This is an optimization exercise on Yosys and OpenROAD, whose aim is small area, not a production implementation.
The RTL was checked by simulation tests, not by an equivalence proof against the original design.

==> run.sh <==
#!/bin/bash
# synth_recipe.tcl (not shown) runs the flow's synth.tcl, then flattens the netlist and writes it again
# the make line also repeats each setting of config.mk as NAME=value (left out here)
make -C /OpenROAD-flow-scripts/flow DESIGN_CONFIG=/design/flow/config.mk WORK_HOME=/design/flow/orfs CLKGATE_MAP_FILE= SYNTH_SCRIPT=/design/flow/synth_recipe.tcl finish
==> constraint.sdc <==
create_clock -name core_clock -period 5.5 [get_ports {clk}]
set_input_delay 1.1000 -clock core_clock [delete_from_list [all_inputs] [get_ports {clk}]]
set_output_delay 1.1000 -clock core_clock [all_outputs]
set_load 0.01 [all_outputs]
==> config.mk <==
export PLATFORM = sky130hd
export DESIGN_NAME = cordic
export DESIGN_NICKNAME = cordic
export VERILOG_FILES = /design/flow/design.v
export SDC_FILE = /design/flow/constraint.sdc
export NUM_CORES = 4
export LEC_CHECK = 0
export CAP_MARGIN = 20
export CORE_MARGIN = 2
export CORE_UTILIZATION = 40
export CTS_BUF_LIST = sky130_fd_sc_hd__clkbuf_16
export CTS_CLUSTER_DIAMETER = 100
export CTS_CLUSTER_SIZE = 30
export SLEW_MARGIN = 20
==> design.v <==
module cordic(angle, out1, clk);
  input signed [31:0] angle;
  input clk;
  output [15:0] out1;
  wire [15:0] a_hi = angle[31:16];
  wire [14:0] u_c = (a_hi[15] != a_hi[14]) ? {15{~a_hi[15]}} : {~a_hi[14], a_hi[13:0]};
  wire [15:0] x_1;
  wire signed [16:0] y_2;
  reg [15:0] x_1_t; reg signed [16:0] y_2_t;
  assign x_1 = x_1_t; assign y_2 = y_2_t;
  always @* case (u_c[14:9])
    6'd0: begin x_1_t = 16'd43266; y_2_t = -17'sd33652; end
    6'd1: begin x_1_t = 16'd42234; y_2_t = -17'sd32318; end
    6'd2: begin x_1_t = 16'd41245; y_2_t = -17'sd31012; end
    6'd3: begin x_1_t = 16'd40295; y_2_t = -17'sd29738; end
    6'd4: begin x_1_t = 16'd39382; y_2_t = -17'sd28487; end
    6'd5: begin x_1_t = 16'd38510; y_2_t = -17'sd27271; end
    6'd6: begin x_1_t = 16'd37677; y_2_t = -17'sd26079; end
    6'd7: begin x_1_t = 16'd36879; y_2_t = -17'sd24915; end
    6'd8: begin x_1_t = 16'd36093; y_2_t = -17'sd23733; end
    6'd9: begin x_1_t = 16'd35367; y_2_t = -17'sd22617; end
    6'd10: begin x_1_t = 16'd34678; y_2_t = -17'sd21521; end
    6'd11: begin x_1_t = 16'd34022; y_2_t = -17'sd20449; end
    6'd12: begin x_1_t = 16'd33397; y_2_t = -17'sd19390; end
    6'd13: begin x_1_t = 16'd32807; y_2_t = -17'sd18356; end
    6'd14: begin x_1_t = 16'd32250; y_2_t = -17'sd17338; end
    6'd15: begin x_1_t = 16'd31722; y_2_t = -17'sd16340; end
    6'd16: begin x_1_t = 16'd31086; y_2_t = -17'sd15065; end
    6'd17: begin x_1_t = 16'd30630; y_2_t = -17'sd14101; end
    6'd18: begin x_1_t = 16'd30205; y_2_t = -17'sd13149; end
    6'd19: begin x_1_t = 16'd29807; y_2_t = -17'sd12213; end
    6'd20: begin x_1_t = 16'd29440; y_2_t = -17'sd11282; end
    6'd21: begin x_1_t = 16'd29100; y_2_t = -17'sd10368; end
    6'd22: begin x_1_t = 16'd28791; y_2_t = -17'sd9462; end
    6'd23: begin x_1_t = 16'd28509; y_2_t = -17'sd8568; end
    6'd24: begin x_1_t = 16'd28247; y_2_t = -17'sd7648; end
    6'd25: begin x_1_t = 16'd28021; y_2_t = -17'sd6770; end
    6'd26: begin x_1_t = 16'd27824; y_2_t = -17'sd5896; end
    6'd27: begin x_1_t = 16'd27652; y_2_t = -17'sd5030; end
    6'd28: begin x_1_t = 16'd27509; y_2_t = -17'sd4163; end
    6'd29: begin x_1_t = 16'd27391; y_2_t = -17'sd3307; end
    6'd30: begin x_1_t = 16'd27302; y_2_t = -17'sd2451; end
    6'd31: begin x_1_t = 16'd27238; y_2_t = -17'sd1599; end
    6'd32: begin x_1_t = 16'd27239; y_2_t = 17'sd1599; end
    6'd33: begin x_1_t = 16'd27301; y_2_t = 17'sd2451; end
    6'd34: begin x_1_t = 16'd27392; y_2_t = 17'sd3307; end
    6'd35: begin x_1_t = 16'd27508; y_2_t = 17'sd4163; end
    6'd36: begin x_1_t = 16'd27653; y_2_t = 17'sd5030; end
    6'd37: begin x_1_t = 16'd27823; y_2_t = 17'sd5896; end
    6'd38: begin x_1_t = 16'd28022; y_2_t = 17'sd6770; end
    6'd39: begin x_1_t = 16'd28246; y_2_t = 17'sd7648; end
    6'd40: begin x_1_t = 16'd28510; y_2_t = 17'sd8568; end
    6'd41: begin x_1_t = 16'd28790; y_2_t = 17'sd9462; end
    6'd42: begin x_1_t = 16'd29101; y_2_t = 17'sd10368; end
    6'd43: begin x_1_t = 16'd29439; y_2_t = 17'sd11282; end
    6'd44: begin x_1_t = 16'd29808; y_2_t = 17'sd12213; end
    6'd45: begin x_1_t = 16'd30204; y_2_t = 17'sd13149; end
    6'd46: begin x_1_t = 16'd30631; y_2_t = 17'sd14101; end
    6'd47: begin x_1_t = 16'd31085; y_2_t = 17'sd15065; end
    6'd48: begin x_1_t = 16'd31723; y_2_t = 17'sd16340; end
    6'd49: begin x_1_t = 16'd32249; y_2_t = 17'sd17338; end
    6'd50: begin x_1_t = 16'd32808; y_2_t = 17'sd18356; end
    6'd51: begin x_1_t = 16'd33396; y_2_t = 17'sd19390; end
    6'd52: begin x_1_t = 16'd34023; y_2_t = 17'sd20449; end
    6'd53: begin x_1_t = 16'd34677; y_2_t = 17'sd21521; end
    6'd54: begin x_1_t = 16'd35368; y_2_t = 17'sd22617; end
    6'd55: begin x_1_t = 16'd36092; y_2_t = 17'sd23733; end
    6'd56: begin x_1_t = 16'd36880; y_2_t = 17'sd24915; end
    6'd57: begin x_1_t = 16'd37676; y_2_t = 17'sd26079; end
    6'd58: begin x_1_t = 16'd38511; y_2_t = 17'sd27271; end
    6'd59: begin x_1_t = 16'd39381; y_2_t = 17'sd28487; end
    6'd60: begin x_1_t = 16'd40296; y_2_t = 17'sd29738; end
    6'd61: begin x_1_t = 16'd41244; y_2_t = 17'sd31012; end
    6'd62: begin x_1_t = 16'd42235; y_2_t = 17'sd32318; end
    6'd63: begin x_1_t = 16'd43265; y_2_t = 17'sd33652; end
    default: begin x_1_t = 16'd0; y_2_t = 17'sd0; end
  endcase
  wire [14:0] xk_3 = x_1[14:0];
  wire [15:0] yk_4 = y_2[15:0];
  wire [0:0] sg_5 = u_c[14];
  wire [8:0] u_6 = u_c[8:0];
  reg [8:0] u_r0;
  always @(posedge clk) u_r0 <= u_6;
  reg [14:0] x_r0;
  always @(posedge clk) x_r0 <= xk_3;
  reg [15:0] y_r0;
  always @(posedge clk) y_r0 <= yk_4;
  reg [0:0] sg_r0;
  always @(posedge clk) sg_r0 <= sg_5;
  wire [15:0] xf_7 = {~x_r0[14], x_r0};
  wire [16:0] yf_8 = {~sg_r0, y_r0};
  wire [14:0] x_9;
  wire [15:0] y_10;
  cordic_addsub_x #(15, 10, 1) a_x_9 (.a(x_r0), .b(yf_8[16:7]), .sub(~u_r0[8]), .s(x_9));
  cordic_addsub_x #(16, 9, 0) a_y_10 (.a(y_r0), .b(xf_7[15:7]), .sub(~u_r0[8]), .s(y_10));
  wire [7:0] u_11 = u_r0[7:0];
  reg [7:0] u_r1;
  always @(posedge clk) u_r1 <= u_11;
  reg [14:0] x_r1;
  always @(posedge clk) x_r1 <= x_9;
  reg [15:0] y_r1;
  always @(posedge clk) y_r1 <= y_10;
  reg [0:0] sg_r1;
  always @(posedge clk) sg_r1 <= sg_r0;
  wire [15:0] xf_12 = {~x_r1[14], x_r1};
  wire [16:0] yf_13 = {~sg_r1, y_r1};
  wire [14:0] x_14;
  wire [15:0] y_15;
  cordic_addsub_x #(15, 9, 1) a_x_14 (.a(x_r1), .b(yf_13[16:8]), .sub(~u_r1[7]), .s(x_14));
  cordic_addsub_x #(16, 8, 0) a_y_15 (.a(y_r1), .b(xf_12[15:8]), .sub(~u_r1[7]), .s(y_15));
  wire [6:0] u_16 = u_r1[6:0];
  reg [6:0] u_r2;
  always @(posedge clk) u_r2 <= u_16;
  reg [14:0] x_r2;
  always @(posedge clk) x_r2 <= x_14;
  reg [15:0] y_r2;
  always @(posedge clk) y_r2 <= y_15;
  reg [0:0] sg_r2;
  always @(posedge clk) sg_r2 <= sg_r1;
  wire [15:0] xf_17 = {~x_r2[14], x_r2};
  wire [16:0] yf_18 = {~sg_r2, y_r2};
  wire [14:0] x_19;
  wire [15:0] y_20;
  cordic_addsub_x #(15, 8, 1) a_x_19 (.a(x_r2), .b(yf_18[16:9]), .sub(~u_r2[6]), .s(x_19));
  cordic_addsub_x #(16, 7, 0) a_y_20 (.a(y_r2), .b(xf_17[15:9]), .sub(~u_r2[6]), .s(y_20));
  wire [5:0] u_21 = u_r2[5:0];
  wire [15:0] xf_22 = {~x_19[14], x_19};
  wire [16:0] yf_23 = {~sg_r2, y_20};
  wire [14:0] x_24;
  wire [15:0] y_25;
  wire [14:0] xm_26;
  wire [15:0] ym_27;
  wire [0:0] cx_28;
  wire [0:0] cy_29;
  cordic_part_x #(15, 7, 1, 0, 1) a_xm_26 (.a(x_19), .b(yf_23[16:10]), .sub(~u_21[5]), .ci(~u_21[5]), .s(xm_26), .co(cx_28));
  cordic_part_x #(16, 6, 0, 0, 1) a_ym_27 (.a(y_20), .b(xf_22[15:10]), .sub(~u_21[5]), .ci(~u_21[5]), .s(ym_27), .co(cy_29));
  reg [5:0] u_r3;
  always @(posedge clk) u_r3 <= u_21;
  reg [14:0] x_r3;
  always @(posedge clk) x_r3 <= xm_26;
  reg [15:0] y_r3;
  always @(posedge clk) y_r3 <= ym_27;
  reg [0:0] sg_r3;
  always @(posedge clk) sg_r3 <= sg_r2;
  reg [0:0] cx_r3;
  always @(posedge clk) cx_r3 <= cx_28;
  reg [0:0] cy_r3;
  always @(posedge clk) cy_r3 <= cy_29;
  wire [15:0] xf_30 = {~x_r3[14], x_r3};
  wire [16:0] yf_31 = {~sg_r3, y_r3};
  cordic_part_x #(15, 7, 1, 1, 15) a_x_24 (.a(x_r3), .b(yf_31[16:10]), .sub(~u_r3[5]), .ci(cx_r3), .s(x_24), .co());
  cordic_part_x #(16, 6, 0, 1, 16) a_y_25 (.a(y_r3), .b(xf_30[15:10]), .sub(~u_r3[5]), .ci(cy_r3), .s(y_25), .co());
  wire [4:0] u_32 = u_r3[4:0];
  wire [15:0] xf_33 = {~x_24[14], x_24};
  wire [16:0] yf_34 = {~sg_r3, y_25};
  wire [14:0] x_35;
  wire [15:0] y_36;
  wire [14:0] xm_37;
  wire [15:0] ym_38;
  wire [0:0] cx_39;
  wire [0:0] cy_40;
  cordic_part_x #(15, 6, 1, 0, 4) a_xm_37 (.a(x_24), .b(yf_34[16:11]), .sub(~u_32[4]), .ci(~u_32[4]), .s(xm_37), .co(cx_39));
  cordic_part_x #(16, 5, 0, 0, 4) a_ym_38 (.a(y_25), .b(xf_33[15:11]), .sub(~u_32[4]), .ci(~u_32[4]), .s(ym_38), .co(cy_40));
  reg [4:0] u_r4;
  always @(posedge clk) u_r4 <= u_32;
  reg [14:0] x_r4;
  always @(posedge clk) x_r4 <= xm_37;
  reg [15:0] y_r4;
  always @(posedge clk) y_r4 <= ym_38;
  reg [0:0] sg_r4;
  always @(posedge clk) sg_r4 <= sg_r3;
  reg [0:0] cx_r4;
  always @(posedge clk) cx_r4 <= cx_39;
  reg [0:0] cy_r4;
  always @(posedge clk) cy_r4 <= cy_40;
  wire [15:0] xf_41 = {~x_r4[14], x_r4};
  wire [16:0] yf_42 = {~sg_r4, y_r4};
  cordic_part_x #(15, 6, 1, 4, 15) a_x_35 (.a(x_r4), .b(yf_42[16:11]), .sub(~u_r4[4]), .ci(cx_r4), .s(x_35), .co());
  cordic_part_x #(16, 5, 0, 4, 16) a_y_36 (.a(y_r4), .b(xf_41[15:11]), .sub(~u_r4[4]), .ci(cy_r4), .s(y_36), .co());
  wire [3:0] u_43 = u_r4[3:0];
  wire [15:0] xf_44 = {~x_35[14], x_35};
  wire [16:0] yf_45 = {~sg_r4, y_36};
  wire [14:0] x_46;
  wire [15:0] y_47;
  wire [14:0] xm_48;
  wire [15:0] ym_49;
  wire [0:0] cx_50;
  wire [0:0] cy_51;
  cordic_part_x #(15, 5, 1, 0, 4) a_xm_48 (.a(x_35), .b(yf_45[16:12]), .sub(~u_43[3]), .ci(~u_43[3]), .s(xm_48), .co(cx_50));
  cordic_part_x #(16, 4, 0, 0, 4) a_ym_49 (.a(y_36), .b(xf_44[15:12]), .sub(~u_43[3]), .ci(~u_43[3]), .s(ym_49), .co(cy_51));
  reg [3:0] u_r5;
  always @(posedge clk) u_r5 <= u_43;
  reg [14:0] x_r5;
  always @(posedge clk) x_r5 <= xm_48;
  reg [15:0] y_r5;
  always @(posedge clk) y_r5 <= ym_49;
  reg [0:0] sg_r5;
  always @(posedge clk) sg_r5 <= sg_r4;
  reg [0:0] cx_r5;
  always @(posedge clk) cx_r5 <= cx_50;
  reg [0:0] cy_r5;
  always @(posedge clk) cy_r5 <= cy_51;
  wire [15:0] xf_52 = {~x_r5[14], x_r5};
  wire [16:0] yf_53 = {~sg_r5, y_r5};
  cordic_part_x #(15, 5, 1, 4, 15) a_x_46 (.a(x_r5), .b(yf_53[16:12]), .sub(~u_r5[3]), .ci(cx_r5), .s(x_46), .co());
  cordic_part_x #(16, 4, 0, 4, 16) a_y_47 (.a(y_r5), .b(xf_52[15:12]), .sub(~u_r5[3]), .ci(cy_r5), .s(y_47), .co());
  wire [2:0] u_54 = u_r5[2:0];
  wire [15:0] xf_55 = {~x_46[14], x_46};
  wire [16:0] yf_56 = {~sg_r5, y_47};
  wire [14:0] x_57;
  wire [15:0] y_58;
  cordic_addsub_x #(15, 4, 1) a_x_57 (.a(x_46), .b(yf_56[16:13]), .sub(~u_54[2]), .s(x_57));
  cordic_addsub_x #(16, 3, 0) a_y_58 (.a(y_47), .b(xf_55[15:13]), .sub(~u_54[2]), .s(y_58));
  wire [1:0] u_59 = u_54[1:0];
  reg [1:0] u_r6;
  always @(posedge clk) u_r6 <= u_59;
  reg [14:0] x_r6;
  always @(posedge clk) x_r6 <= x_57;
  reg [15:0] y_r6;
  always @(posedge clk) y_r6 <= y_58;
  reg [0:0] sg_r6;
  always @(posedge clk) sg_r6 <= sg_r5;
  wire [14:0] x_60;
  wire [15:0] y_61;
  cordic_tail2 t_x_60 (.xk(x_r6), .yk(y_r6), .sg(sg_r6), .d(u_r6[1:0]), .xo(x_60), .yo(y_61));
  reg [14:0] x_r7;
  always @(posedge clk) x_r7 <= x_60;
  reg [15:0] y_r7;
  always @(posedge clk) y_r7 <= y_61;
  reg [0:0] sg_r7;
  always @(posedge clk) sg_r7 <= sg_r6;
  wire [0:0] sb_62 = sg_r7;
  wire [15:0] xf_63 = {~x_r7[14], x_r7};
  wire [15:0] op_64 = xf_63[15:0] ^ {16{sb_62}};
  wire [11:0] ql_65;
  wire [0:0] c_66;
  cordic_add #(12) a_ql_65 (.a(y_r7[11:0]), .b(op_64[11:0]), .ci(sb_62), .s(ql_65), .co(c_66));
  wire [3:0] qh_67 = y_r7[15:12];
  wire [0:0] oh_68 = sb_62;
  reg [14:0] x_r8;
  always @(posedge clk) x_r8 <= x_r7;
  reg [0:0] sg_r8;
  always @(posedge clk) sg_r8 <= sg_r7;
  reg [3:0] qh_r8;
  always @(posedge clk) qh_r8 <= qh_67;
  reg [0:0] oh_r8;
  always @(posedge clk) oh_r8 <= oh_68;
  reg [11:0] ql_r8;
  always @(posedge clk) ql_r8 <= ql_65;
  reg [0:0] cc_r8;
  always @(posedge clk) cc_r8 <= c_66;
  wire [15:0] xf_69 = {~x_r8[14], x_r8};
  wire [15:0] op_70 = xf_69[15:0] ^ {16{oh_r8}};
  wire [3:0] qh_71;
  cordic_add #(4) a_qh_71 (.a(qh_r8), .b(op_70[15:12]), .ci(cc_r8), .s(qh_71), .co());
  wire [15:0] q_72 = {qh_71, ql_r8};
  wire [13:0] x_73 = x_r8[14:1];
  wire [0:0] sb_74 = ~sg_r8;
  wire [14:0] xf_75 = {~x_73[13], x_73};
  wire [14:0] op_76 = xf_75[14:0] ^ {15{sb_74}};
  wire [9:0] ql_77;
  wire [0:0] c_78;
  cordic_add #(10) a_ql_77 (.a(q_72[9:0]), .b(op_76[9:0]), .ci(sb_74), .s(ql_77), .co(c_78));
  wire [4:0] qh_79 = q_72[14:10];
  wire [0:0] oh_80 = sb_74;
  reg [13:0] x_r9;
  always @(posedge clk) x_r9 <= x_73;
  reg [0:0] bits_r9;
  always @(posedge clk) bits_r9 <= sb_74;
  reg [4:0] qh_r9;
  always @(posedge clk) qh_r9 <= qh_79;
  reg [0:0] oh_r9;
  always @(posedge clk) oh_r9 <= oh_80;
  reg [9:0] ql_r9;
  always @(posedge clk) ql_r9 <= ql_77;
  reg [0:0] cc_r9;
  always @(posedge clk) cc_r9 <= c_78;
  wire [14:0] xf_81 = {~x_r9[13], x_r9};
  wire [14:0] op_82 = xf_81[14:0] ^ {15{oh_r9}};
  wire [4:0] qh_83;
  cordic_add #(5) a_qh_83 (.a(qh_r9), .b(op_82[14:10]), .ci(cc_r9), .s(qh_83), .co());
  wire [14:0] q_84 = {qh_83, ql_r9};
  wire [12:0] x_85 = x_r9[13:1];
  wire [0:0] sb_86 = ~q_84[14];
  wire [1:0] bits_87 = {bits_r9, sb_86};
  wire [13:0] xf_88 = {~x_85[12], x_85};
  wire [13:0] op_89 = xf_88[13:0] ^ {14{sb_86}};
  wire [7:0] ql_90;
  wire [0:0] c_91;
  cordic_add #(8) a_ql_90 (.a(q_84[7:0]), .b(op_89[7:0]), .ci(sb_86), .s(ql_90), .co(c_91));
  wire [5:0] qh_92 = q_84[13:8];
  wire [0:0] oh_93 = sb_86;
  reg [12:0] x_r10;
  always @(posedge clk) x_r10 <= x_85;
  reg [1:0] bits_r10;
  always @(posedge clk) bits_r10 <= bits_87;
  reg [5:0] qh_r10;
  always @(posedge clk) qh_r10 <= qh_92;
  reg [0:0] oh_r10;
  always @(posedge clk) oh_r10 <= oh_93;
  reg [7:0] ql_r10;
  always @(posedge clk) ql_r10 <= ql_90;
  reg [0:0] cc_r10;
  always @(posedge clk) cc_r10 <= c_91;
  wire [13:0] xf_94 = {~x_r10[12], x_r10};
  wire [13:0] op_95 = xf_94[13:0] ^ {14{oh_r10}};
  wire [5:0] qh_96;
  cordic_add #(6) a_qh_96 (.a(qh_r10), .b(op_95[13:8]), .ci(cc_r10), .s(qh_96), .co());
  wire [13:0] q_97 = {qh_96, ql_r10};
  wire [11:0] x_98 = x_r10[12:1];
  wire [0:0] sb_99 = ~q_97[13];
  wire [2:0] bits_100 = {bits_r10, sb_99};
  wire [12:0] xf_101 = {~x_98[11], x_98};
  wire [13:0] op_102 = {1'b0, xf_101[12:0]} ^ {14{sb_99}};
  wire [6:0] ql_103;
  wire [0:0] c_104;
  cordic_add #(7) a_ql_103 (.a(q_97[6:0]), .b(op_102[6:0]), .ci(sb_99), .s(ql_103), .co(c_104));
  wire [6:0] qh_105 = q_97[13:7];
  wire [0:0] oh_106 = sb_99;
  reg [11:0] x_r11;
  always @(posedge clk) x_r11 <= x_98;
  reg [2:0] bits_r11;
  always @(posedge clk) bits_r11 <= bits_100;
  reg [6:0] qh_r11;
  always @(posedge clk) qh_r11 <= qh_105;
  reg [0:0] oh_r11;
  always @(posedge clk) oh_r11 <= oh_106;
  reg [6:0] ql_r11;
  always @(posedge clk) ql_r11 <= ql_103;
  reg [0:0] cc_r11;
  always @(posedge clk) cc_r11 <= c_104;
  wire [12:0] xf_107 = {~x_r11[11], x_r11};
  wire [13:0] op_108 = {1'b0, xf_107[12:0]} ^ {14{oh_r11}};
  wire [6:0] qh_109;
  cordic_add #(7) a_qh_109 (.a(qh_r11), .b(op_108[13:7]), .ci(cc_r11), .s(qh_109), .co());
  wire [13:0] q_110 = {qh_109, ql_r11};
  wire [10:0] x_111 = x_r11[11:1];
  wire [0:0] sb_112 = ~q_110[13];
  wire [3:0] bits_113 = {bits_r11, sb_112};
  wire [11:0] xf_114 = {~x_111[10], x_111};
  wire [12:0] op_115 = {1'b0, xf_114[11:0]} ^ {13{sb_112}};
  wire [5:0] ql_116;
  wire [0:0] c_117;
  cordic_add #(6) a_ql_116 (.a(q_110[5:0]), .b(op_115[5:0]), .ci(sb_112), .s(ql_116), .co(c_117));
  wire [6:0] qh_118 = q_110[12:6];
  wire [0:0] oh_119 = sb_112;
  reg [10:0] x_r12;
  always @(posedge clk) x_r12 <= x_111;
  reg [3:0] bits_r12;
  always @(posedge clk) bits_r12 <= bits_113;
  reg [6:0] qh_r12;
  always @(posedge clk) qh_r12 <= qh_118;
  reg [0:0] oh_r12;
  always @(posedge clk) oh_r12 <= oh_119;
  reg [5:0] ql_r12;
  always @(posedge clk) ql_r12 <= ql_116;
  reg [0:0] cc_r12;
  always @(posedge clk) cc_r12 <= c_117;
  wire [11:0] xf_120 = {~x_r12[10], x_r12};
  wire [12:0] op_121 = {1'b0, xf_120[11:0]} ^ {13{oh_r12}};
  wire [6:0] qh_122;
  cordic_add #(7) a_qh_122 (.a(qh_r12), .b(op_121[12:6]), .ci(cc_r12), .s(qh_122), .co());
  wire [12:0] q_123 = {qh_122, ql_r12};
  wire [9:0] x_124 = x_r12[10:1];
  wire [0:0] sb_125 = ~q_123[12];
  wire [4:0] bits_126 = {bits_r12, sb_125};
  wire [10:0] xf_127 = {~x_124[9], x_124};
  wire [11:0] op_128 = {1'b0, xf_127[10:0]} ^ {12{sb_125}};
  wire [5:0] ql_129;
  wire [0:0] c_130;
  cordic_add #(6) a_ql_129 (.a(q_123[5:0]), .b(op_128[5:0]), .ci(sb_125), .s(ql_129), .co(c_130));
  wire [5:0] qh_131 = q_123[11:6];
  wire [0:0] oh_132 = sb_125;
  reg [9:0] x_r13;
  always @(posedge clk) x_r13 <= x_124;
  reg [4:0] bits_r13;
  always @(posedge clk) bits_r13 <= bits_126;
  reg [5:0] qh_r13;
  always @(posedge clk) qh_r13 <= qh_131;
  reg [0:0] oh_r13;
  always @(posedge clk) oh_r13 <= oh_132;
  reg [5:0] ql_r13;
  always @(posedge clk) ql_r13 <= ql_129;
  reg [0:0] cc_r13;
  always @(posedge clk) cc_r13 <= c_130;
  wire [10:0] xf_133 = {~x_r13[9], x_r13};
  wire [11:0] op_134 = {1'b0, xf_133[10:0]} ^ {12{oh_r13}};
  wire [5:0] qh_135;
  cordic_add #(6) a_qh_135 (.a(qh_r13), .b(op_134[11:6]), .ci(cc_r13), .s(qh_135), .co());
  wire [11:0] q_136 = {qh_135, ql_r13};
  wire [8:0] x_137 = x_r13[9:1];
  wire [0:0] sb_138 = ~q_136[11];
  wire [5:0] bits_139 = {bits_r13, sb_138};
  wire [9:0] xf_140 = {~x_137[8], x_137};
  wire [10:0] op_141 = {1'b0, xf_140[9:0]} ^ {11{sb_138}};
  wire [6:0] ql_142;
  wire [0:0] c_143;
  cordic_add #(7) a_ql_142 (.a(q_136[6:0]), .b(op_141[6:0]), .ci(sb_138), .s(ql_142), .co(c_143));
  wire [3:0] qh_144 = q_136[10:7];
  wire [0:0] oh_145 = sb_138;
  reg [8:0] x_r14;
  always @(posedge clk) x_r14 <= x_137;
  reg [5:0] bits_r14;
  always @(posedge clk) bits_r14 <= bits_139;
  reg [3:0] qh_r14;
  always @(posedge clk) qh_r14 <= qh_144;
  reg [0:0] oh_r14;
  always @(posedge clk) oh_r14 <= oh_145;
  reg [6:0] ql_r14;
  always @(posedge clk) ql_r14 <= ql_142;
  reg [0:0] cc_r14;
  always @(posedge clk) cc_r14 <= c_143;
  wire [9:0] xf_146 = {~x_r14[8], x_r14};
  wire [10:0] op_147 = {1'b0, xf_146[9:0]} ^ {11{oh_r14}};
  wire [3:0] qh_148;
  cordic_add #(4) a_qh_148 (.a(qh_r14), .b(op_147[10:7]), .ci(cc_r14), .s(qh_148), .co());
  wire [10:0] q_149 = {qh_148, ql_r14};
  wire [7:0] x_150 = x_r14[8:1];
  wire [0:0] sb_151 = ~q_149[10];
  wire [6:0] bits_152 = {bits_r14, sb_151};
  wire [8:0] xf_153 = {~x_150[7], x_150};
  wire [9:0] op_154 = {1'b0, xf_153[8:0]} ^ {10{sb_151}};
  wire [9:0] ql_155;
  wire [0:0] c_156;
  cordic_add #(10) a_ql_155 (.a(q_149[9:0]), .b(op_154[9:0]), .ci(sb_151), .s(ql_155), .co(c_156));
  wire [6:0] x_157 = x_150[7:1];
  reg [6:0] x_r15;
  always @(posedge clk) x_r15 <= x_157;
  reg [6:0] bits_r15;
  always @(posedge clk) bits_r15 <= bits_152;
  reg [9:0] q_r15;
  always @(posedge clk) q_r15 <= ql_155;
  wire [0:0] sb_158 = ~q_r15[9];
  wire [7:0] bits_159 = {bits_r15, sb_158};
  wire [7:0] xf_160 = {~x_r15[6], x_r15};
  wire [8:0] op_161 = {1'b0, xf_160[7:0]} ^ {9{sb_158}};
  wire [8:0] ql_162;
  wire [0:0] c_163;
  cordic_add #(9) a_ql_162 (.a(q_r15[8:0]), .b(op_161[8:0]), .ci(sb_158), .s(ql_162), .co(c_163));
  wire [5:0] x_164 = x_r15[6:1];
  wire [0:0] sb_165 = ~ql_162[8];
  wire [8:0] bits_166 = {bits_159, sb_165};
  wire [6:0] xf_167 = {~x_164[5], x_164};
  wire [7:0] op_168 = {1'b0, xf_167[6:0]} ^ {8{sb_165}};
  wire [3:0] ql_169;
  wire [0:0] c_170;
  cordic_add #(4) a_ql_169 (.a(ql_162[3:0]), .b(op_168[3:0]), .ci(sb_165), .s(ql_169), .co(c_170));
  wire [3:0] qh_171 = ql_162[7:4];
  wire [0:0] oh_172 = sb_165;
  reg [5:0] x_r16;
  always @(posedge clk) x_r16 <= x_164;
  reg [8:0] bits_r16;
  always @(posedge clk) bits_r16 <= bits_166;
  reg [3:0] qh_r16;
  always @(posedge clk) qh_r16 <= qh_171;
  reg [0:0] oh_r16;
  always @(posedge clk) oh_r16 <= oh_172;
  reg [3:0] ql_r16;
  always @(posedge clk) ql_r16 <= ql_169;
  reg [0:0] cc_r16;
  always @(posedge clk) cc_r16 <= c_170;
  wire [6:0] xf_173 = {~x_r16[5], x_r16};
  wire [7:0] op_174 = {1'b0, xf_173[6:0]} ^ {8{oh_r16}};
  wire [3:0] qh_175;
  cordic_add #(4) a_qh_175 (.a(qh_r16), .b(op_174[7:4]), .ci(cc_r16), .s(qh_175), .co());
  wire [7:0] q_176 = {qh_175, ql_r16};
  wire [4:0] x_177 = x_r16[5:1];
  wire [0:0] sb_178 = ~q_176[7];
  wire [9:0] bits_179 = {bits_r16, sb_178};
  wire [5:0] xf_180 = {~x_177[4], x_177};
  wire [6:0] op_181 = {1'b0, xf_180[5:0]} ^ {7{sb_178}};
  wire [6:0] ql_182;
  wire [0:0] c_183;
  cordic_add #(7) a_ql_182 (.a(q_176[6:0]), .b(op_181[6:0]), .ci(sb_178), .s(ql_182), .co(c_183));
  wire [3:0] x_184 = x_177[4:1];
  reg [3:0] x_r17;
  always @(posedge clk) x_r17 <= x_184;
  reg [9:0] bits_r17;
  always @(posedge clk) bits_r17 <= bits_179;
  reg [6:0] q_r17;
  always @(posedge clk) q_r17 <= ql_182;
  wire [0:0] sb_185 = ~q_r17[6];
  wire [10:0] bits_186 = {bits_r17, sb_185};
  wire [4:0] xf_187 = {~x_r17[3], x_r17};
  wire [5:0] op_188 = {1'b0, xf_187[4:0]} ^ {6{sb_185}};
  wire [5:0] ql_189;
  wire [0:0] c_190;
  cordic_add #(6) a_ql_189 (.a(q_r17[5:0]), .b(op_188[5:0]), .ci(sb_185), .s(ql_189), .co(c_190));
  wire [2:0] x_191 = x_r17[3:1];
  wire [0:0] sb_192 = ~ql_189[5];
  wire [11:0] bits_193 = {bits_186, sb_192};
  wire [3:0] xf_194 = {~x_191[2], x_191};
  wire [4:0] op_195 = {1'b0, xf_194[3:0]} ^ {5{sb_192}};
  wire [4:0] ql_196;
  wire [0:0] c_197;
  cordic_add #(5) a_ql_196 (.a(ql_189[4:0]), .b(op_195[4:0]), .ci(sb_192), .s(ql_196), .co(c_197));
  wire [0:0] sb_198 = ~ql_196[4];
  wire [12:0] bits_199 = {bits_193, sb_198};
  reg [12:0] bits_r18;
  always @(posedge clk) bits_r18 <= bits_199;
  reg [12:0] bits_r19;
  always @(posedge clk) bits_r19 <= bits_r18;
  reg [12:0] bits_r20;
  always @(posedge clk) bits_r20 <= bits_r19;
  reg [12:0] bits_r21;
  always @(posedge clk) bits_r21 <= bits_r20;
  reg [12:0] bits_r22;
  always @(posedge clk) bits_r22 <= bits_r21;
  reg [12:0] bits_r23;
  always @(posedge clk) bits_r23 <= bits_r22;
  reg [12:0] bits_r24;
  always @(posedge clk) bits_r24 <= bits_r23;
  reg [12:0] bits_r25;
  always @(posedge clk) bits_r25 <= bits_r24;
  reg [12:0] bits_r26;
  always @(posedge clk) bits_r26 <= bits_r25;
  reg [12:0] bits_r27;
  always @(posedge clk) bits_r27 <= bits_r26;
  reg [12:0] bits_r28;
  always @(posedge clk) bits_r28 <= bits_r27;
  reg [12:0] bits_r29;
  always @(posedge clk) bits_r29 <= bits_r28;
  assign out1 = {bits_r29, 3'b100};
endmodule
module cordic_add #(parameter W = 8) (a, b, ci, s, co);
  input [W-1:0] a;
  input [W-1:0] b;
  input ci;
  output [W-1:0] s;
  output co;
  wire [W:0] c;
  assign c[0] = ci;
  genvar i;
  generate
    for (i = 0; i < W; i = i + 1) begin : bit_
      assign s[i] = a[i] ^ b[i] ^ c[i];
      assign c[i+1] = (a[i] & b[i]) | (c[i] & (a[i] ^ b[i]));
    end
  endgenerate
  assign co = c[W];
endmodule
module cordic_addsub_x #(parameter W = 16, parameter N = 8, parameter SX = 1) (a, b, sub, s);
  input [W-1:0] a;
  input [N-1:0] b;
  input sub;
  output [W-1:0] s;
  wire [N:0] c;
  wire [N-1:0] bx = b ^ {N{sub}};
  assign c[0] = sub;
  genvar i;
  generate
    for (i = 0; i < N; i = i + 1) begin : lo_
      wire [N-1:0] b = bx;
      assign s[i] = a[i] ^ b[i] ^ c[i];
      assign c[i+1] = (a[i] & b[i]) | (c[i] & (a[i] ^ b[i]));
    end
    if (W > N) begin : hi_
      wire e = (SX ? b[N-1] : 1'b0) ^ sub;
      wire inc = ~e & c[N];
      wire dec = e & ~c[N];
      wire [W:N] p1;
      wire [W:N] p0;
      assign p1[N] = 1'b1;
      assign p0[N] = 1'b1;
      for (i = N; i < W; i = i + 1) begin : hb_
        assign p1[i+1] = p1[i] & a[i];
        assign p0[i+1] = p0[i] & ~a[i];
        assign s[i] = a[i] ^ ((inc & p1[i]) | (dec & p0[i]));
      end
    end
  endgenerate
endmodule
module cordic_part_x #(parameter W = 16, parameter N = 8, parameter SX = 1,
                       parameter LO = 0, parameter HI = 16) (a, b, sub, ci, s, co);
  input [W-1:0] a;
  input [N-1:0] b;
  input sub;
  input ci;
  output [W-1:0] s;
  output co;
  localparam M = (HI < N) ? HI : N;
  wire [N:0] c;
  wire [N-1:0] bx = b ^ {N{sub}};
  assign c[LO] = ci;
  genvar i;
  generate
    for (i = 0; i < W; i = i + 1) begin : pass_
      if (i < LO || (i >= M && i < N) || (i >= N && HI < W)) begin : p_
        assign s[i] = a[i];
      end
    end
    for (i = LO; i < M; i = i + 1) begin : lo_
      assign s[i] = a[i] ^ bx[i] ^ c[i];
      assign c[i+1] = (a[i] & bx[i]) | (c[i] & (a[i] ^ bx[i]));
    end
    if (HI >= W && W > N) begin : hi_
      wire e = (SX ? b[N-1] : 1'b0) ^ sub;
      wire inc = ~e & c[N];
      wire dec = e & ~c[N];
      wire [W:N] p1;
      wire [W:N] p0;
      assign p1[N] = 1'b1;
      assign p0[N] = 1'b1;
      for (i = N; i < W; i = i + 1) begin : hb_
        assign p1[i+1] = p1[i] & a[i];
        assign p0[i+1] = p0[i] & ~a[i];
        assign s[i] = a[i] ^ ((inc & p1[i]) | (dec & p0[i]));
      end
    end
  endgenerate
  assign co = c[M];
endmodule
module cordic_tail2 (xk, yk, sg, d, xo, yo);
  input [14:0] xk;
  input [15:0] yk;
  input sg;
  input [1:0] d;
  output [14:0] xo;
  output [15:0] yo;
  wire xk15 = ~xk[14];
  wire y16 = ~sg;
  wire [2:0] ya3 = {y16, yk[15:14]};
  reg [1:0] ldx;
  always @* case ({d[1], ya3, xk[1:0]})
    6'd0: ldx = 2'd0;
    6'd1: ldx = 2'd0;
    6'd2: ldx = 2'd0;
    6'd3: ldx = 2'd0;
    6'd4: ldx = 2'd2;
    6'd5: ldx = 2'd0;
    6'd6: ldx = 2'd0;
    6'd7: ldx = 2'd0;
    6'd8: ldx = 2'd2;
    6'd9: ldx = 2'd2;
    6'd10: ldx = 2'd0;
    6'd11: ldx = 2'd0;
    6'd12: ldx = 2'd2;
    6'd13: ldx = 2'd2;
    6'd14: ldx = 2'd2;
    6'd15: ldx = 2'd0;
    6'd16: ldx = 2'd1;
    6'd17: ldx = 2'd1;
    6'd18: ldx = 2'd1;
    6'd19: ldx = 2'd1;
    6'd20: ldx = 2'd0;
    6'd21: ldx = 2'd1;
    6'd22: ldx = 2'd1;
    6'd23: ldx = 2'd1;
    6'd24: ldx = 2'd0;
    6'd25: ldx = 2'd0;
    6'd26: ldx = 2'd1;
    6'd27: ldx = 2'd1;
    6'd28: ldx = 2'd0;
    6'd29: ldx = 2'd0;
    6'd30: ldx = 2'd0;
    6'd31: ldx = 2'd1;
    6'd32: ldx = 2'd0;
    6'd33: ldx = 2'd0;
    6'd34: ldx = 2'd0;
    6'd35: ldx = 2'd0;
    6'd36: ldx = 2'd0;
    6'd37: ldx = 2'd0;
    6'd38: ldx = 2'd0;
    6'd39: ldx = 2'd1;
    6'd40: ldx = 2'd0;
    6'd41: ldx = 2'd0;
    6'd42: ldx = 2'd1;
    6'd43: ldx = 2'd1;
    6'd44: ldx = 2'd0;
    6'd45: ldx = 2'd1;
    6'd46: ldx = 2'd1;
    6'd47: ldx = 2'd1;
    6'd48: ldx = 2'd2;
    6'd49: ldx = 2'd2;
    6'd50: ldx = 2'd2;
    6'd51: ldx = 2'd2;
    6'd52: ldx = 2'd2;
    6'd53: ldx = 2'd2;
    6'd54: ldx = 2'd2;
    6'd55: ldx = 2'd0;
    6'd56: ldx = 2'd2;
    6'd57: ldx = 2'd2;
    6'd58: ldx = 2'd0;
    6'd59: ldx = 2'd0;
    6'd60: ldx = 2'd2;
    6'd61: ldx = 2'd0;
    6'd62: ldx = 2'd0;
    6'd63: ldx = 2'd0;
  endcase
  reg [1:0] ldy;
  always @* case ({d[1], xk15, xk[14], yk[1:0]})
    5'd0: ldy = 2'd0;
    5'd1: ldy = 2'd0;
    5'd2: ldy = 2'd0;
    5'd3: ldy = 2'd0;
    5'd4: ldy = 2'd2;
    5'd5: ldy = 2'd0;
    5'd6: ldy = 2'd0;
    5'd7: ldy = 2'd0;
    5'd8: ldy = 2'd2;
    5'd9: ldy = 2'd2;
    5'd10: ldy = 2'd0;
    5'd11: ldy = 2'd0;
    5'd12: ldy = 2'd2;
    5'd13: ldy = 2'd2;
    5'd14: ldy = 2'd2;
    5'd15: ldy = 2'd0;
    5'd16: ldy = 2'd0;
    5'd17: ldy = 2'd0;
    5'd18: ldy = 2'd0;
    5'd19: ldy = 2'd0;
    5'd20: ldy = 2'd0;
    5'd21: ldy = 2'd0;
    5'd22: ldy = 2'd0;
    5'd23: ldy = 2'd1;
    5'd24: ldy = 2'd0;
    5'd25: ldy = 2'd0;
    5'd26: ldy = 2'd1;
    5'd27: ldy = 2'd1;
    5'd28: ldy = 2'd0;
    5'd29: ldy = 2'd1;
    5'd30: ldy = 2'd1;
    5'd31: ldy = 2'd1;
  endcase
  reg [3:0] t0x;
  always @* case ({d[1], d[0], y16, yk[15:14]})
    5'd0: t0x = 4'd0;
    5'd1: t0x = 4'd15;
    5'd2: t0x = 4'd13;
    5'd3: t0x = 4'd12;
    5'd4: t0x = 4'd6;
    5'd5: t0x = 4'd5;
    5'd6: t0x = 4'd3;
    5'd7: t0x = 4'd2;
    5'd8: t0x = 4'd0;
    5'd9: t0x = 4'd15;
    5'd10: t0x = 4'd15;
    5'd11: t0x = 4'd14;
    5'd12: t0x = 4'd2;
    5'd13: t0x = 4'd1;
    5'd14: t0x = 4'd1;
    5'd15: t0x = 4'd0;
    5'd16: t0x = 4'd0;
    5'd17: t0x = 4'd1;
    5'd18: t0x = 4'd1;
    5'd19: t0x = 4'd2;
    5'd20: t0x = 4'd14;
    5'd21: t0x = 4'd15;
    5'd22: t0x = 4'd15;
    5'd23: t0x = 4'd0;
    5'd24: t0x = 4'd0;
    5'd25: t0x = 4'd1;
    5'd26: t0x = 4'd3;
    5'd27: t0x = 4'd4;
    5'd28: t0x = 4'd10;
    5'd29: t0x = 4'd11;
    5'd30: t0x = 4'd13;
    5'd31: t0x = 4'd14;
  endcase
  reg [3:0] t0xm;
  always @* case ({d[1], d[0], y16, yk[15:14]})
    5'd0: t0xm = 4'd15;
    5'd1: t0xm = 4'd14;
    5'd2: t0xm = 4'd12;
    5'd3: t0xm = 4'd11;
    5'd4: t0xm = 4'd5;
    5'd5: t0xm = 4'd4;
    5'd6: t0xm = 4'd2;
    5'd7: t0xm = 4'd1;
    5'd8: t0xm = 4'd15;
    5'd9: t0xm = 4'd14;
    5'd10: t0xm = 4'd14;
    5'd11: t0xm = 4'd13;
    5'd12: t0xm = 4'd1;
    5'd13: t0xm = 4'd0;
    5'd14: t0xm = 4'd0;
    5'd15: t0xm = 4'd15;
    5'd16: t0xm = 4'd15;
    5'd17: t0xm = 4'd0;
    5'd18: t0xm = 4'd0;
    5'd19: t0xm = 4'd1;
    5'd20: t0xm = 4'd13;
    5'd21: t0xm = 4'd14;
    5'd22: t0xm = 4'd14;
    5'd23: t0xm = 4'd15;
    5'd24: t0xm = 4'd15;
    5'd25: t0xm = 4'd0;
    5'd26: t0xm = 4'd2;
    5'd27: t0xm = 4'd3;
    5'd28: t0xm = 4'd9;
    5'd29: t0xm = 4'd10;
    5'd30: t0xm = 4'd12;
    5'd31: t0xm = 4'd13;
  endcase
  reg [2:0] t0y;
  always @* case ({d[1], d[0], xk15, xk[14]})
    4'd0: t0y = 3'd0;
    4'd1: t0y = 3'd7;
    4'd2: t0y = 3'd5;
    4'd3: t0y = 3'd4;
    4'd4: t0y = 3'd0;
    4'd5: t0y = 3'd7;
    4'd6: t0y = 3'd7;
    4'd7: t0y = 3'd6;
    4'd8: t0y = 3'd0;
    4'd9: t0y = 3'd1;
    4'd10: t0y = 3'd1;
    4'd11: t0y = 3'd2;
    4'd12: t0y = 3'd0;
    4'd13: t0y = 3'd1;
    4'd14: t0y = 3'd3;
    4'd15: t0y = 3'd4;
  endcase
  reg [2:0] t0ym;
  always @* case ({d[1], d[0], xk15, xk[14]})
    4'd0: t0ym = 3'd7;
    4'd1: t0ym = 3'd6;
    4'd2: t0ym = 3'd4;
    4'd3: t0ym = 3'd3;
    4'd4: t0ym = 3'd7;
    4'd5: t0ym = 3'd6;
    4'd6: t0ym = 3'd6;
    4'd7: t0ym = 3'd5;
    4'd8: t0ym = 3'd7;
    4'd9: t0ym = 3'd0;
    4'd10: t0ym = 3'd0;
    4'd11: t0ym = 3'd1;
    4'd12: t0ym = 3'd7;
    4'd13: t0ym = 3'd0;
    4'd14: t0ym = 3'd2;
    4'd15: t0ym = 3'd3;
  endcase
  wire upx = (&xk[14:2]) & ldx[0];
  wire dnx = (~|xk[14:2]) & ldx[1];
  wire upy = (&yk[14:2]) & ldy[0];
  wire dny = (~|yk[14:2]) & ldy[1];
  wire xneg = d[0] ? dny : upy;
  wire xpos = d[0] ? upy : dny;
  wire yneg = d[0] ? dnx : upx;
  wire ypos = d[0] ? upx : dnx;
  cordic_addc_x #(15, 4) ax (.a(xk), .b(xneg ? t0xm : t0x), .ci(xpos), .s(xo));
  cordic_addc_x #(16, 3) ay (.a(yk), .b(yneg ? t0ym : t0y), .ci(ypos), .s(yo));
endmodule
module cordic_addc_x #(parameter W = 16, parameter N = 4) (a, b, ci, s);
  input [W-1:0] a;
  input [N-1:0] b;
  input ci;
  output [W-1:0] s;
  wire [N:0] c;
  assign c[0] = ci;
  genvar i;
  generate
    for (i = 0; i < N; i = i + 1) begin : lo_
      assign s[i] = a[i] ^ b[i] ^ c[i];
      assign c[i+1] = (a[i] & b[i]) | (c[i] & (a[i] ^ b[i]));
    end
    if (W > N) begin : hi_
      wire e = b[N-1];
      wire inc = ~e & c[N];
      wire dec = e & ~c[N];
      wire [W:N] p1;
      wire [W:N] p0;
      assign p1[N] = 1'b1;
      assign p0[N] = 1'b1;
      for (i = N; i < W; i = i + 1) begin : hb_
        assign p1[i+1] = p1[i] & a[i];
        assign p0[i+1] = p0[i] & ~a[i];
        assign s[i] = a[i] ^ ((inc & p1[i]) | (dec & p0[i]));
      end
    end
  endgenerate
endmodule
==> impl_metrics.py <==
metrics = {
    "place": {
        "globalplace.congestion": 0.892,
        "io_buffers": 29,
        "dp_hpwl_mm": 41.9,
    },
    "route": {
        "viasPerCell": 4.66,
        "drtPass1Iterations": 5,
        "drt-wirelength-per-cell_um": 14.7,
        "num_vias": 17424,
        "drc": 0,
        "drtAntennaViolNets": 0,
        "drtIter0Drc": 825,
        "finalWirelength_mm": 55.1,
    },
    "sta": {
        "fin_crit_ns": 5.29,
        "slew_headroom_pct": 42.1,
        "timing_hold_violations_final": 0,
        "rsz0062_at_grt": "true",
        "final_max_slew_viol_count": 0,
        "finClkSkew_ns": 0.0170,
        "setup_tns_ns": 0,
        "setup_violations": 0,
        "period_share_pct": 96.2,
        "fmax_mhz": 189,
        "worst_slew_pin_slew_ns": 0.862,
    },
    "clock_network": {
        "cts_root_buf": "clkbuf_16",
        "postCtsHoldBufs": 0,
        "clock_sinks": 726,
        "numCtsBuffers": 29,
        "clkTransAtPathRegs_ns": 0.11,
        "cts_tree": "done",
        "cts_buffer_depth": 3,
        "clock_latency_ns": 0.63,
        "h-tree-depth": 1,
    },
    "grt": {
        "grt_usage_pct": 15.0,
        "grt_pass1_wl_mm": 91.5,
        "grt-ovfl-total": 0,
        "grt_max_degree": 48,
        "antenna_found_initial": 0,
        "grt_pass1_vias": 18219,
    },
    "final_layout": {
        "area_growth_pct": 11.4,
        "drive_gt1_share_pct": 9.75,
        "nFillCells": 6766,
        "final_nets": 3058,
        "antenna_cells": 0,
    },
    "synthesis": {
        "yosysTopAreaCell": "dfxtp_1",
        "synthArstFlopShare_pct": 0,
        "synth_cell_type_count": 76,
        "synth_top_area_share_pct": 49.7,
        "avgSynthCellArea_um2": 10.8,
        "synth_area_mm2": 0.0292,
        "yosys-top-cells-count": "dfxtp_1, inv_1, xnor2_1, fa_1, xor2_1",
        "yosysSeqAreaShare_pct": 49.7,
        "synth_edf_count": 0,
        "synth_cells": 2700,
        "synthFlopType": "dfxtp_1",
        "ys_ff_latch": 726,
        "synth.area.top_cells": "dfxtp_1, fa_1, xnor2_1",
        "ys_warn_count": 2,
        "yosysMostFrequentCell": "dfxtp_1",
    },
    "floorplanning": {
        "start_util_pct": 40.3,
        "die_x_um": 274,
        "core.rowCount": 99,
        "core_area_mm2": 0.0726,
        "die_height_um": 274,
        "die_area_mm2": 0.0752,
        "boundaryPins": 49,
    },
    "critical_path": {
        "crit_chain": "xnor2_2, fa_2, fa_2, fa_2, fa_2, fa_1, inv_1, fa_2, xor2_4, xnor2_4, xnor2_2, fa_2, fa_1, inv_1, fa_1, inv_1, fa_1, inv_1, fa_1",
        "cp.required_ns": 6.02,
        "end_kind": "flop",
        "rrSetupSlack_ns": 0.21,
        "worstPathArrival_ns": 5.81,
        "slowest_delay_ns": 0.40,
        "path_common_cell": "fa_2",
        "crit_fanout": 3,
        "start_kind": "flop",
        "slowest_stage": "fa_2",
        "critPathKind": "flop to flop",
    },
    "hold_path": {
        "hp-class": "flop to flop",
    },
    "run_status": {
        "status": "no timing/DRC/antenna violations",
    },
    "run": {
        "maxCapViolCount": 0,
    },
}
cells by family (layout without fill, tap and decap cells):
logic type | count (synthesis) | count (layout) | share of synthesized area, %
flip-flops | 726 | 726 | 49.7
buffers and inverters | 504 | 582 | 6.51
AND/OR/NAND/NOR | 461 | 461 | 7.75
XOR/XNOR | 384 | 384 | 11.6
AO/OA/AOI/OAI | 321 | 321 | 6.84
adder cells (fa/ha/maj) | 251 | 251 | 15.7
multiplexers | 51 | 51 | 1.85
other | 2 | 3 | 0.0257
metal layers:
metal	vias to the layer above	GRT usage, %	part of all wire [%]
met1	8466	18.3	43
met4	0	3.43	2.2
met2	276	27.8	51
met5	-	0	0
li1	8600	-	-
met3	82	1.92	3.7
cell usage in the layout, fill, tap and decap left out, drive strengths merged, types with 45 or more instances in the layout:
master	instances
mux2i	45
inv	405
dfxtp	726
fa	194
buf	113
nand3	48
nand2	131
nor2	101
xnor2	222
o21ai	87
ha	57
a21oi	86
xor2	162
metrics by stage:
step	util [%]	std cells	hold WS [ns]	worst slack (ns)	instance area, um^2
final	44.8	3738	0.331	0.209	32600
after global routing	44.8	3738	0.337	-0.0667	32600
after global placement	43.1	3685	0.310	-0.209	31300
after floorplan	-	2701	0.310	-0.0163	29500
after detailed placement	43.1	3685	0.312	-0.186	31300
after CTS	44.5	3726	0.335	-0.00838	32300
critical path: cells and delay by family (launching register included):
family                     cells  cell delay [ns]
DFF                            1             0.35
xor gates and xnor gates       4             0.68
buffers and inverters          4             0.30
adders and majority gates     11             3.83
final timing paths:
path,end,cells past startpoint,startpoint
setup / recovery,ql_r13[5]$_DFF_P_,19,x_r12[6]$_DFF_P_
hold / removal,qh_r9[1]$_DFF_P_,0,ql_r8[11]$_DFF_P_
setup reg to reg,ql_r13[5]$_DFF_P_,19,x_r12[6]$_DFF_P_
hold reg to reg,qh_r9[1]$_DFF_P_,0,ql_r8[11]$_DFF_P_
layout make-up:
type	count	area, um^2	area share (%)
multi-input combinational	1471	13300	40.7
tap	959	1200	3.69
sequential	726	14600	44.7
inverter	404	1520	4.66
clock buffer	29	726	2.23
clock inverter	7	111	0.342
timing repair buffer	142	1200	3.67
registers in the layout (all words and copies together), names as in the netlist, 14 cells and up:
register / cells
y_r5: 16
y_r1: 16
x_r3: 15
x_r8: 14
y_r0: 16
x_r2: 15
x_r7: 15
y_r7: 15
y_r2: 16
y_r4: 16
x_r6: 15
x_r5: 15
y_r6: 16
x_r1: 15
y_r3: 16
x_r4: 15
x_r0: 15
what timing repair did:
| item | CTS | global route |
|---|---|---|
| endpoints found under the setup margin | 9 | 24 |
| buffers inserted | 5 | 12 |
| hold endpoints to repair | 0 | 0 |
| pin swaps | 6 | 23 |
| gates resized for setup | 15 | 52 |

separate check: timing with driven ports:
No port has a modelled driver above. Below, the same layout with a new extraction and two added sets of constraints. Step 1 assumes that a clkbuf_16 drives the clock port and a buf_2 every other input. Step 2, shift: input delay + t, output delay - t, t = (earliest + latest rising clock arrival at the registers) / 2. This alone moves slack from input paths to output paths. Slacks: ideal ports / drivers / drivers and shift; pairs: ideal ports / drivers.
t (ns): 0.677
slack for setup (ns): 0.209 / 0.209 / 0.209
hold slack, ns: 0.331 / 0.331 / 0.331
worst setup path after step 2: register to register
slew at the worst register clock pin (ns): 0.11 / 0.11
After both steps setup and hold are still met in this run. The setup slack of this run moves by 0.000 ns with the drivers and by 0.000 ns with both steps.
